Context: an optimization exercise on an open-source flow, tuned for small area, a short achievable clock period and few clock cycles. The choices shown serve that exercise and are no tape-out recipe. No run shown here included a check of the RTL's function; only the layout flow was run.

==> flow/design.v, too long to show whole: its modules and the start of the top module <==
// module mmm_q: 183 lines
// module mmm_inv: 139 lines
// module mmm_bd: 16 lines
// module mmm_dreg: 7 lines
// module mmm_fa: 10 lines
// module mmm_ha: 9 lines
// module mmm_r2mm_2n: 8625 lines
module mmm_r2mm_2n
#(
    parameter K = 256
)
(
    input   wire            clk     ,
    input   wire            rst_n   ,
    input   wire [K-1  :0]  x       ,
    input   wire [K-1  :0]  y       ,
    input   wire [K-1  :0]  m       ,
    input   wire            req     ,
    output  wire [K-1  :0]  res     ,
    output  reg             val     
);
  // ...
==> flow/flow/run.sh <==
#!/bin/bash
set -uo pipefail
bash standard.sh SETUP_SLACK_MARGIN=22.5 MATCH_CELL_FOOTPRINT=0 \
  'BUFFER_PORTS_ARGS=-buffer_cell sky130_fd_sc_hd__buf_2' finish > standard_flow.log 2>&1
==> flow/standard.sh <==
#!/bin/bash
# synth_recipe.tcl (not shown) runs the flow's synth.tcl, then flattens the netlist and writes it again
# the make line also repeats each setting of config.mk as NAME=value (left out here)
make -C /OpenROAD-flow-scripts/flow DESIGN_CONFIG=/design/flow/config.mk WORK_HOME=/design/flow/orfs CLKGATE_MAP_FILE= SYNTH_SCRIPT=/design/flow/synth_recipe.tcl "${@:-finish}"
==> flow/config.mk <==
export PLATFORM = sky130hd
export DESIGN_NAME = mmm_r2mm_2n
export DESIGN_NICKNAME = mmm_r2mm_2n
export VERILOG_FILES = /design/flow/design.v
export SDC_FILE = /design/flow/constraint.sdc
export NUM_CORES = 8
export LEC_CHECK = 0
export CAP_MARGIN = 20
export CELL_PAD_IN_SITES_DETAIL_PLACEMENT = 1
export CORE_MARGIN = 2
export CORE_UTILIZATION = 55
export SETUP_SLACK_MARGIN = 2
export SLEW_MARGIN = 20
export SYNTH_HIERARCHICAL = 1
export SYNTH_MINIMUM_KEEP_SIZE = 0
export TNS_END_PERCENT = 5
==> flow/constraint.sdc <==
create_clock -name core_clock -period 30.0 [get_ports {clk}]
set_input_delay 6.0000 -clock core_clock [delete_from_list [all_inputs] [get_ports {clk}]]
set_output_delay 6.0000 -clock core_clock [all_outputs]
set_load 0.01 [all_outputs]
==> summary.md, run 1 <==
The flow ran to the end, but the layout failed its checks. A clean result was blocked by max-slew violations. The maximum clock skew at final layout was 0.05673 ns.

The worst setup path endpoint is xd[7]. The count of buffers added on input and output ports is 1027. Routed signal wires occupy layers up through met5. Peak fanout along the critical path: 1. The worst hold slack is 0.5586 ns, and the total negative setup slack is 0 ns. At the pin with the least slew margin, the transition time is 1.599 ns. In the finished design the tool counted flip-flops and latches totalling 1257. Synthesis handed over a netlist of 15430 instances. The run gives 8.53 ns as the arrival time at the worst endpoint. The average footprint of a synthesized cell is 9.974 µm², and the worst-skew pair later-pin latency is 0.91 ns. In the detailed route, the total length drawn on met3 is 102600 µm.

The final critical path takes up 26.10% of the cycle. In the final layout, flip-flops and latches take up 15.28% of the cell area. Global routing finished with a remaining overflow of 0.

Final-layout fill cell count: 30040. The post-layout utilization of the core is 60.12%, and the I/O pin total is 1028. In this run the standard cell core region covers 278900 µm². The critical path buffer and inverter count works out to 1. Family with the most delay on the worst path: compound AO/OA/AOI/OAI gates. The run gives 63 as the count of final max-slew check failures. Counting tap cells, the placed design contains a total of 18830 instances.

The worst register-to-register path begins at u_bd2.e[6]. The minimum setup slack in the final design was 22.17 ns; the delay of the slowest critical-path stage was 1.12 ns.
==> run 2, diff against run 1 <==
--- a/flow/design.v
+++ b/flow/design.v
@@ -394,20 +394,16 @@
 wire clr   = idle | f2;
 always @(posedge clk) begin Mr <= m; end
 wire [KD-1:0] inv_t, inv3_t;
 mmm_inv u_inv (.a(Mr[KD-1:1]), .inv(inv_t), .inv3(inv3_t));
 wire [KD-1:0] q_0;
 mmm_q u_q0 (.clk(clk), .clr(clr), .ns(ns[KD-1:0]), .nc(nc[KD-1:0]), .ncin(ncin), .inv(inv_t), .inv3(inv3_t), .q(q_0));
 wire [KD-1:0] q_1;
 mmm_q u_q1 (.clk(clk), .clr(clr), .ns(ns[KD-1:0]), .nc(nc[KD-1:0]), .ncin(ncin), .inv(inv_t), .inv3(inv3_t), .q(q_1));
-wire [KD-1:0] q_2;
-mmm_q u_q2 (.clk(clk), .clr(clr), .ns(ns[KD-1:0]), .nc(nc[KD-1:0]), .ncin(ncin), .inv(inv_t), .inv3(inv3_t), .q(q_2));
-wire [KD-1:0] q_3;
-mmm_q u_q3 (.clk(clk), .clr(clr), .ns(ns[KD-1:0]), .nc(nc[KD-1:0]), .ncin(ncin), .inv(inv_t), .inv3(inv3_t), .q(q_3));
 integer i;
 reg [KD-1:0] xn, mn;
 always @* begin
     xn = {KD{1'b0}}; mn = {KD{1'b0}};
     for (i = 1; i < 32; i = i + 1) begin
         xn = xn | ({KD{sel[i]}} & x[i*KD +: KD]);
         if (i < 31) mn = mn | ({KD{sel[i+1]}} & Mr[i*KD +: KD]);
         else mn = mn | ({KD{s32}} & Mr[i*KD +: KD]);
@@ -433,20 +429,18 @@
 always @(posedge clk) begin
     if (start) sel <= {{29{1'b0}}, 3'b100};
     else if (it) sel <= {sel[30:0], 1'b0};
     else sel <= {{30{1'b0}}, 2'b10};
 end
 wire [2047:0] pq;
 genvar gj;
 generate for (gj = 0; gj < KD; gj = gj + 1) begin : g_pp
-    assign pq[gj*256+0 +: 64] = ~({64{q_0[gj]}} & Mr[63:0]);
-    assign pq[gj*256+64 +: 64] = ~({64{q_1[gj]}} & Mr[127:64]);
-    assign pq[gj*256+128 +: 64] = ~({64{q_2[gj]}} & Mr[191:128]);
-    assign pq[gj*256+192 +: 64] = ~({64{q_3[gj]}} & Mr[255:192]);
+    assign pq[gj*256+0 +: 128] = ~({128{q_0[gj]}} & Mr[127:0]);
+    assign pq[gj*256+128 +: 128] = ~({128{q_1[gj]}} & Mr[255:128]);
 end endgenerate
 wire [1027:0] px;
 wire [3:0] pxn, pxs;
 wire [256:0] y1 = {1'b0, Yr};
 wire [256:0] y2 = {Yr, 1'b0};
 assign px[63:0] = ~(({64{bo_0[0]}} & y1[63:0]) | ({64{bt_0[0]}} & y2[63:0])) ^ {64{bn_0[0]}};
 assign px[320:257] = ~(({64{bo_0[1]}} & y1[63:0]) | ({64{bt_0[1]}} & y2[63:0])) ^ {64{bn_0[1]}};
 assign px[577:514] = ~(({64{bo_0[2]}} & y1[63:0]) | ({64{bt_0[2]}} & y2[63:0])) ^ {64{bn_0[2]}};
@@ -561,49 +555,49 @@
 mmm_fa u_t_s36 (.a(t_c26), .b(t_s34), .c(t_s35), .s(t_s36), .co(t_c36));
 wire t_s37, t_c37;
 mmm_fa u_t_s37 (.a(t_c27), .b(t_s36), .c(t_c28), .s(t_s37), .co(t_c37));
 wire t_s38, t_c38;
 mmm_fa u_t_s38 (.a(Sr[9]), .b(Cr[9]), .c(px[1]), .s(t_s38), .co(t_c38));
 wire t_s39, t_c39;
 mmm_fa u_t_s39 (.a(t_c29), .b(t_s38), .c(t_c30), .s(t_s39), .co(t_c39));
 wire t_s40, t_c40;
-mmm_fa u_t_s40 (.a(pq[9]), .b(pq[264]), .c(pq[519]), .s(t_s40), .co(t_c40));
+mmm_fa u_t_s40 (.a(t_s39), .b(pq[9]), .c(pq[264]), .s(t_s40), .co(t_c40));
 wire t_s41, t_c41;
-mmm_fa u_t_s41 (.a(pq[774]), .b(pq[1029]), .c(pq[1284]), .s(t_s41), .co(t_c41));
+mmm_fa u_t_s41 (.a(pq[519]), .b(pq[774]), .c(pq[1029]), .s(t_s41), .co(t_c41));
 wire t_s42, t_c42;
-mmm_fa u_t_s42 (.a(pq[1539]), .b(pq[1794]), .c(t_s39), .s(t_s42), .co(t_c42));
+mmm_fa u_t_s42 (.a(pq[1284]), .b(pq[1539]), .c(pq[1794]), .s(t_s42), .co(t_c42));
 wire t_s43, t_c43;
 mmm_fa u_t_s43 (.a(t_c31), .b(t_c32), .c(t_c33), .s(t_s43), .co(t_c43));
 wire t_s44, t_c44;
 mmm_fa u_t_s44 (.a(t_s40), .b(t_s41), .c(t_s42), .s(t_s44), .co(t_c44));
 wire t_s45, t_c45;
 mmm_fa u_t_s45 (.a(t_c34), .b(t_c35), .c(t_s43), .s(t_s45), .co(t_c45));
 wire t_s46, t_c46;
 mmm_fa u_t_s46 (.a(t_s44), .b(t_c36), .c(t_s45), .s(t_s46), .co(t_c46));
 wire t_s47, t_c47;
 mmm_fa u_t_s47 (.a(Sr[10]), .b(Cr[10]), .c(px[2]), .s(t_s47), .co(t_c47));
 wire t_s48, t_c48;
 mmm_fa u_t_s48 (.a(px[257]), .b(pxn[1]), .c(t_c38), .s(t_s48), .co(t_c48));
 wire t_s49, t_c49;
-mmm_fa u_t_s49 (.a(t_s47), .b(t_s48), .c(pq[10]), .s(t_s49), .co(t_c49));
+mmm_fa u_t_s49 (.a(t_s47), .b(t_s48), .c(t_c39), .s(t_s49), .co(t_c49));
 wire t_s50, t_c50;
-mmm_fa u_t_s50 (.a(pq[265]), .b(pq[520]), .c(pq[775]), .s(t_s50), .co(t_c50));
+mmm_fa u_t_s50 (.a(pq[10]), .b(pq[265]), .c(pq[520]), .s(t_s50), .co(t_c50));
 wire t_s51, t_c51;
-mmm_fa u_t_s51 (.a(pq[1030]), .b(pq[1285]), .c(pq[1540]), .s(t_s51), .co(t_c51));
+mmm_fa u_t_s51 (.a(pq[775]), .b(pq[1030]), .c(pq[1285]), .s(t_s51), .co(t_c51));
 wire t_s52, t_c52;
-mmm_fa u_t_s52 (.a(pq[1795]), .b(t_c39), .c(t_c40), .s(t_s52), .co(t_c52));
+mmm_fa u_t_s52 (.a(pq[1540]), .b(pq[1795]), .c(t_s49), .s(t_s52), .co(t_c52));
 wire t_s53, t_c53;
-mmm_fa u_t_s53 (.a(t_c41), .b(t_s49), .c(t_s50), .s(t_s53), .co(t_c53));
+mmm_fa u_t_s53 (.a(t_c40), .b(t_c41), .c(t_c42), .s(t_s53), .co(t_c53));
 wire t_s54, t_c54;
-mmm_fa u_t_s54 (.a(t_s51), .b(t_c42), .c(t_c43), .s(t_s54), .co(t_c54));
+mmm_fa u_t_s54 (.a(t_s50), .b(t_s51), .c(t_s52), .s(t_s54), .co(t_c54));
 wire t_s55, t_c55;
-mmm_fa u_t_s55 (.a(t_s52), .b(t_s53), .c(t_c44), .s(t_s55), .co(t_c55));
+mmm_fa u_t_s55 (.a(t_c43), .b(t_c44), .c(t_s53), .s(t_s55), .co(t_c55));
 wire t_s56, t_c56;
-mmm_fa u_t_s56 (.a(t_c45), .b(t_s54), .c(t_s55), .s(t_s56), .co(t_c56));
+mmm_fa u_t_s56 (.a(t_s54), .b(t_c45), .c(t_s55), .s(t_s56), .co(t_c56));
 wire t_s57, t_c57;
 mmm_fa u_t_s57 (.a(Sr[11]), .b(Cr[11]), .c(px[3]), .s(t_s57), .co(t_c57));
 wire t_s58, t_c58;
 mmm_fa u_t_s58 (.a(px[258]), .b(t_c47), .c(t_s57), .s(t_s58), .co(t_c58));
 wire t_s59, t_c59;
 mmm_fa u_t_s59 (.a(t_c48), .b(t_s58), .c(pq[11]), .s(t_s59), .co(t_c59));
 wire t_s60, t_c60;
 mmm_fa u_t_s60 (.a(pq[266]), .b(pq[521]), .c(pq[776]), .s(t_s60), .co(t_c60));
@@ -613,17 +607,17 @@
 mmm_fa u_t_s62 (.a(pq[1796]), .b(t_c49), .c(t_c50), .s(t_s62), .co(t_c62));
 wire t_s63, t_c63;
 mmm_fa u_t_s63 (.a(t_c51), .b(t_s59), .c(t_s60), .s(t_s63), .co(t_c63));
 wire t_s64, t_c64;
 mmm_fa u_t_s64 (.a(t_s61), .b(t_c52), .c(t_c53), .s(t_s64), .co(t_c64));
 wire t_s65, t_c65;
 mmm_fa u_t_s65 (.a(t_s62), .b(t_s63), .c(t_c54), .s(t_s65), .co(t_c65));
 wire t_s66, t_c66;
-mmm_fa u_t_s66 (.a(t_s64), .b(t_c55), .c(t_s65), .s(t_s66), .co(t_c66));
+mmm_fa u_t_s66 (.a(t_c55), .b(t_s64), .c(t_s65), .s(t_s66), .co(t_c66));
 wire t_s67, t_c67;
 mmm_fa u_t_s67 (.a(Sr[12]), .b(Cr[12]), .c(px[4]), .s(t_s67), .co(t_c67));
 wire t_s68, t_c68;
 mmm_fa u_t_s68 (.a(px[259]), .b(px[514]), .c(pxn[2]), .s(t_s68), .co(t_c68));
 wire t_s69, t_c69;
 mmm_fa u_t_s69 (.a(t_c57), .b(t_s67), .c(t_s68), .s(t_s69), .co(t_c69));
 wire t_s70, t_c70;
 mmm_fa u_t_s70 (.a(t_c58), .b(t_s69), .c(pq[12]), .s(t_s70), .co(t_c70));
--- a/flow/config.mk
+++ b/flow/config.mk
@@ -8,9 +8,9 @@
 export CAP_MARGIN = 20
 export CELL_PAD_IN_SITES_DETAIL_PLACEMENT = 1
 export CORE_MARGIN = 2
 export CORE_UTILIZATION = 55
 export SETUP_SLACK_MARGIN = 2
 export SLEW_MARGIN = 20
 export SYNTH_HIERARCHICAL = 1
 export SYNTH_MINIMUM_KEEP_SIZE = 0
-export TNS_END_PERCENT = 5
+export TNS_END_PERCENT = 25
==> run 2 against run 1 <==
Against the previous run:
- the run now finishes clean
- flip-flop and latch count fell by 64
- area after synthesis fell by 3.3%
- clock skew increased by 0.012 ns
- cell count is 3.3% lower
- utilization grew 0.53 points
- non-clock buffer count fell by 1
- critical endpoint is now xd[2]
==> summary.md, run 2 <==
The synthesized netlist cell count was 14910 (was 15430). The tools report the number of detailed-route iterations in the first pass as 8 (unchanged). The footprint of the flip-flops and latches is 24270 µm² (was 25630 µm²). Biggest registers after layout: Cr (265), Sr (265) (unchanged). The area growth from synthesis to layout works out to 9.422% (was 8.938%). The number of violations of the max-capacitance limit came out at 0 (unchanged).

TritonCTS built the clock tree. For the placed standard-cell area, the log shows 154500 µm² (was 159900 µm²). The number of standard-cell rows in the floorplan came out at 190 (was 194).

The top routing layer in use was met5 (unchanged). Number of vias in the routed layout: 132200 (was 134300). The met3 wirelength from detailed routing came out at 106100 µm (was 102600 µm). The TritonCTS buffer count is 161 (was 166). For the number of hold violations in the final report, the log shows 0 (unchanged). The die area came out at 274700 µm² (was 284100 µm²). The tools report the setup slack after placement as 18.04 ns (was 18.17 ns). The run finished with no timing, DRC or antenna violations.

The CTS sink count is 1193 (was 1257), and the clock-pin slew of the registers on the worst-case setup and hold paths is 0.06 ns (about the same). Startpoint class of the critical path: an input pin (unchanged). The initial antenna violation count was 147 (was 97); the post-route minimum period was 7.812 ns (was 7.829 ns). The number of endpoints failing setup at the final stage is 0 (unchanged), and the layout cell share with drive strength beyond 1 is 14.10% (was 14.55%).

The category of the critical setup timing path is input pin to flip-flop (unchanged). The die span in y came out at 524.1 µm (was 533 µm). For the count of routing violations after the opening detailed-route iteration, the log shows 16560 (was 16710).

The run gives 148800 µm² (was 153900 µm²) as the total standard cell area after synthesis. The final-layout fill cell count is 28900 (was 30040). The worst-skew pair later-pin latency was 0.92 ns (was 0.91 ns). The tools report the sum of overflow across all layers after global routing as 0 (unchanged). The net count of the mapped netlist is 19260 (was 19860).

Area of the placeable core: 268400 µm² (was 278900 µm²). The average footprint of a synthesized cell was 9.980 µm² (was 9.974 µm²); the H-tree depth was 4 (unchanged). The count of final max-slew check failures came out at 0 (was 63). The run gives 1028 (unchanged) as the I/O pin total.

Worst min-delay path class: flip-flop to flip-flop (unchanged). The tools report the endpoint class of the critical path as a flip-flop (unchanged).

The overall routed net length is 746400 µm (was 738400 µm). The root cell of the clock tree is clkbuf_16 (unchanged). The logs give 0 ns (unchanged) for the total negative setup slack and 8.52 ns (was 8.53 ns) for the arrival time at the worst endpoint.

For the global-route wire length before repair, the log shows 1044000 µm (was 1042000 µm). The leading cell type in the layout, fill and taps excluded is nand2_1 (unchanged). The logs give 30.71 ns (was 30.70 ns) for the data required time at the worst endpoint and 53.87% (was 50.93%) for the aggregate global-route resource usage.

Setup repair after global routing could not meet its margin everywhere. The die span in x was 524.1 µm (was 533 µm). The slew at the pin closest to its max-slew limit came out at 1.370 ns (was 1.599 ns). The minimum setup slack in the final design was 22.19 ns (was 22.17 ns). For the number of nets in the finished design, the log shows 19200 (was 19760). Maximum frequency from static timing analysis: 128.0 MHz (was 127.7 MHz).

The routed wirelength normalized by instance count was 40.03 µm (was 38.28 µm); the maximum buffer depth of the clock tree was 4 (unchanged). Portion of the clock cycle consumed by the worst path in the final layout: 26.04% (was 26.10%). For the maximum clock skew at final layout, the log shows 0.06840 ns (was 0.05673 ns).

The logs give 55.43% (was 55.19%) for the effective utilization at floorplan and 312700 µm (was 312900 µm) for the length of routed met2 wiring. The combined area of the multi-input logic cells came out at 119600 µm² (was 123000 µm²). The number of global-route vias before repair was 141700 (was 145700). The logs give 165 (was 197) for the largest net degree at the start of global routing and 1.044 (was 1.050) for the placer's final routability congestion estimate.

Commonest cells after routing, fill and taps aside: nand2_1, fa_1, a22oi_1, buf_2, dfxtp_1 (unchanged). The area of all placed cells without fillers is 162800 µm² (was 167700 µm²). The tools report the worst-case headroom to the max-slew limit as 8.509% (was -6.629%). For the wire length on met1, the log shows 241700 µm (was 252300 µm). Count of nets left with antenna violations after detail routing: 0 (unchanged). The worst hold slack came out at 0.5740 ns (was 0.5586 ns). The total number of yosys warnings was 10 (unchanged). The number of vias per cell after detailed routing was 7.088 (was 6.964); the detailed-route DRC error count was 0 (unchanged).

The HPWL after detailed placement was 536000 µm (was 541000 µm); the peak fanout along the critical path was 1 (unchanged). The number of buffers added on ports is 1027 (unchanged).
[run 2: area by class of cell]
type | instances | area share (%)
multi-input combinational | 12110 | 73.44
sequential | 1193 | 14.91
timing repair buffer | 1307 | 4.995
clock buffer | 211 | 2.815
tap | 3552 | 2.730
clock inverter | 78 | 0.7264
inverter | 85 | 0.2014
antenna | 118 | 0.1814
[run 2: critical path, cell delays in order]
cell and delay, ns:
buf_2 0.10, a22oi_1 0.69, nand3_2 0.74, or4_1 0.96
[run 2: final timing paths]
kind | from | endpoint | slack [ns] | cells past startpoint
worst max-delay path | x[50] | xd[2] | 22.19 | 4
worst max register to register | u_bd3.e[6] | Cr[200] | 22.51 | 17
worst min-delay path | cnt[4] | cnt[4] | 0.57 | 1
min in group asynchronous | rst_n | cnt[3] | 4.98 | 1
max in group asynchronous | rst_n | cnt[5] | 24.77 | 1
worst min register to register | cnt[4] | cnt[4] | 0.57 | 1
[run 2: metrics by stage]
stage          cells  utilization [%]
2_1_floorplan  14910                -
3_3_place_gp   18150            57.56
3_5_place_dp   18150            57.57
4_1_cts        18480            60.17
5_1_grt        18570            60.57
6_report       18650            60.65
[run 2: what timing repair did]
| action | 4_1_cts | 5_1_grt |
|---|---|---|
| buffers inserted | 24 | 29 |
| resized for setup | 279 | 114 |
| endpoints found under the setup margin | 922 | 971 |
| hold buffers | 0 | 0 |
| gates cloned | 18 | 14 |
| pin swaps | 11 | 26 |
[run 2: per-layer routing]
metal	vias up	global-route usage, %
li1	48570	-
met1	68230	60.50
met2	11670	75.44
met3	3606	25.27
met4	110	49.63
met5	-	1.750
==> run 3, diff against run 2 <==
--- a/flow/config.mk
+++ b/flow/config.mk
@@ -8,7 +8,7 @@
 export CAP_MARGIN = 20
 export CELL_PAD_IN_SITES_DETAIL_PLACEMENT = 1
 export CORE_MARGIN = 2
-export CORE_UTILIZATION = 55
+export CORE_UTILIZATION = 62
 export SETUP_SLACK_MARGIN = 2
 export SLEW_MARGIN = 20
 export SYNTH_HIERARCHICAL = 1
==> run 3 against run 2 <==
Against the previous run:
- the flow now stops in 5_1_grt
- synthesized cell count is the same
- area after synthesis unchanged
==> summary.md, run 3 <==
The last stage reached is 5_1_grt. The number of standard-cell rows in the floorplan is 179 (was 190), and the placed standard-cell area is 153900 µm² (was 154500 µm²). Root cell of the clock tree: clkbuf_16 (unchanged). The run gives 148800 µm² (unchanged) as the total standard cell area after synthesis.

The flow did not finish. The CTS sink count is 1193 (unchanged). The die span in y was 493.8 µm (was 524.1 µm); the average footprint of a synthesized cell was 9.980 µm² (unchanged). The logs give 563400 µm (was 536000 µm) for the HPWL after detailed placement and 62.43% (was 55.43%) for the effective utilization at floorplan.

The H-tree depth was 4 (unchanged); the synthesized netlist cell count was 14910 (unchanged). The number of buffers added on ports works out to 1027 (unchanged). The run gives 1028 (unchanged) as the I/O pin total. The TritonCTS buffer count was 149 (was 161); the net count of the mapped netlist was 19260 (unchanged).

The total of hold buffers inserted after clock tree synthesis came out at 0 (unchanged). Entering global routing, the biggest net connects 197 pins. For the maximum buffer depth of the clock tree, the log shows 3 (was 4). The first error in the log reads "[ERROR GRT-0116] Global routing finished with congestion. Check the congestion regions in the DRC Viewer".

The total number of yosys warnings was 10 (unchanged); the die span in x was 493.8 µm (was 524.1 µm). The placer's final routability congestion estimate is 1.068 (was 1.044).
-- run 3: worst min-delay path by stage --
stage          startpoint    endpoint  slack (ns)
4_1_cts            cnt[4]      cnt[4]        0.58
2_1_floorplan        ptop  u_bd0.e[0]        0.45
3_5_place_dp       cnt[4]      cnt[4]        0.51
3_3_place_gp       cnt[4]      cnt[4]        0.48
-- run 3: metrics by stage --
step                std cells  worst slack, ns  hold WS [ns]
global placement        17750            19.56        0.4840
detailed placement      17760            18.83        0.5136
floorplan               14910            22.27        0.4511
CTS                     18080            22.25        0.5767
-- run 3: what timing repair did --
item | in CTS
gates cloned | 20
resized for setup | 216
pin swaps | 12
setup endpoints to repair | 920
setup buffers | 29

[port drivers added, routing unchanged]
No port has a modelled driver above. Below, the same layouts with a new extraction and two added sets of constraints. Step 1, drivers: a clkbuf_16 drives clk and a buf_2 each remaining input, both assumed. Step 2 times the ports against the registers' clock, not the clock port: input delays grow and output delays shrink by t, the midpoint of the rising clock arrivals with the driver on. Three values: ideal ports, drivers, drivers and shift; two values: the first two.
run	shift t [ns]	setup slack, ns	worst setup path at the end	clock arrival spread, ns	worst register clock-pin slew, ns
run 1	0.998	22.171 / 22.193 / 21.260	input to register	0.057 / 0.056	0.07 / 0.07
run 2	1.020	22.188 / 22.083 / 21.201	input to register	0.070 / 0.069	0.07 / 0.07
The setup slack of run 2, which loses most, moves by -0.105 ns with the drivers and by -0.987 ns with both steps.
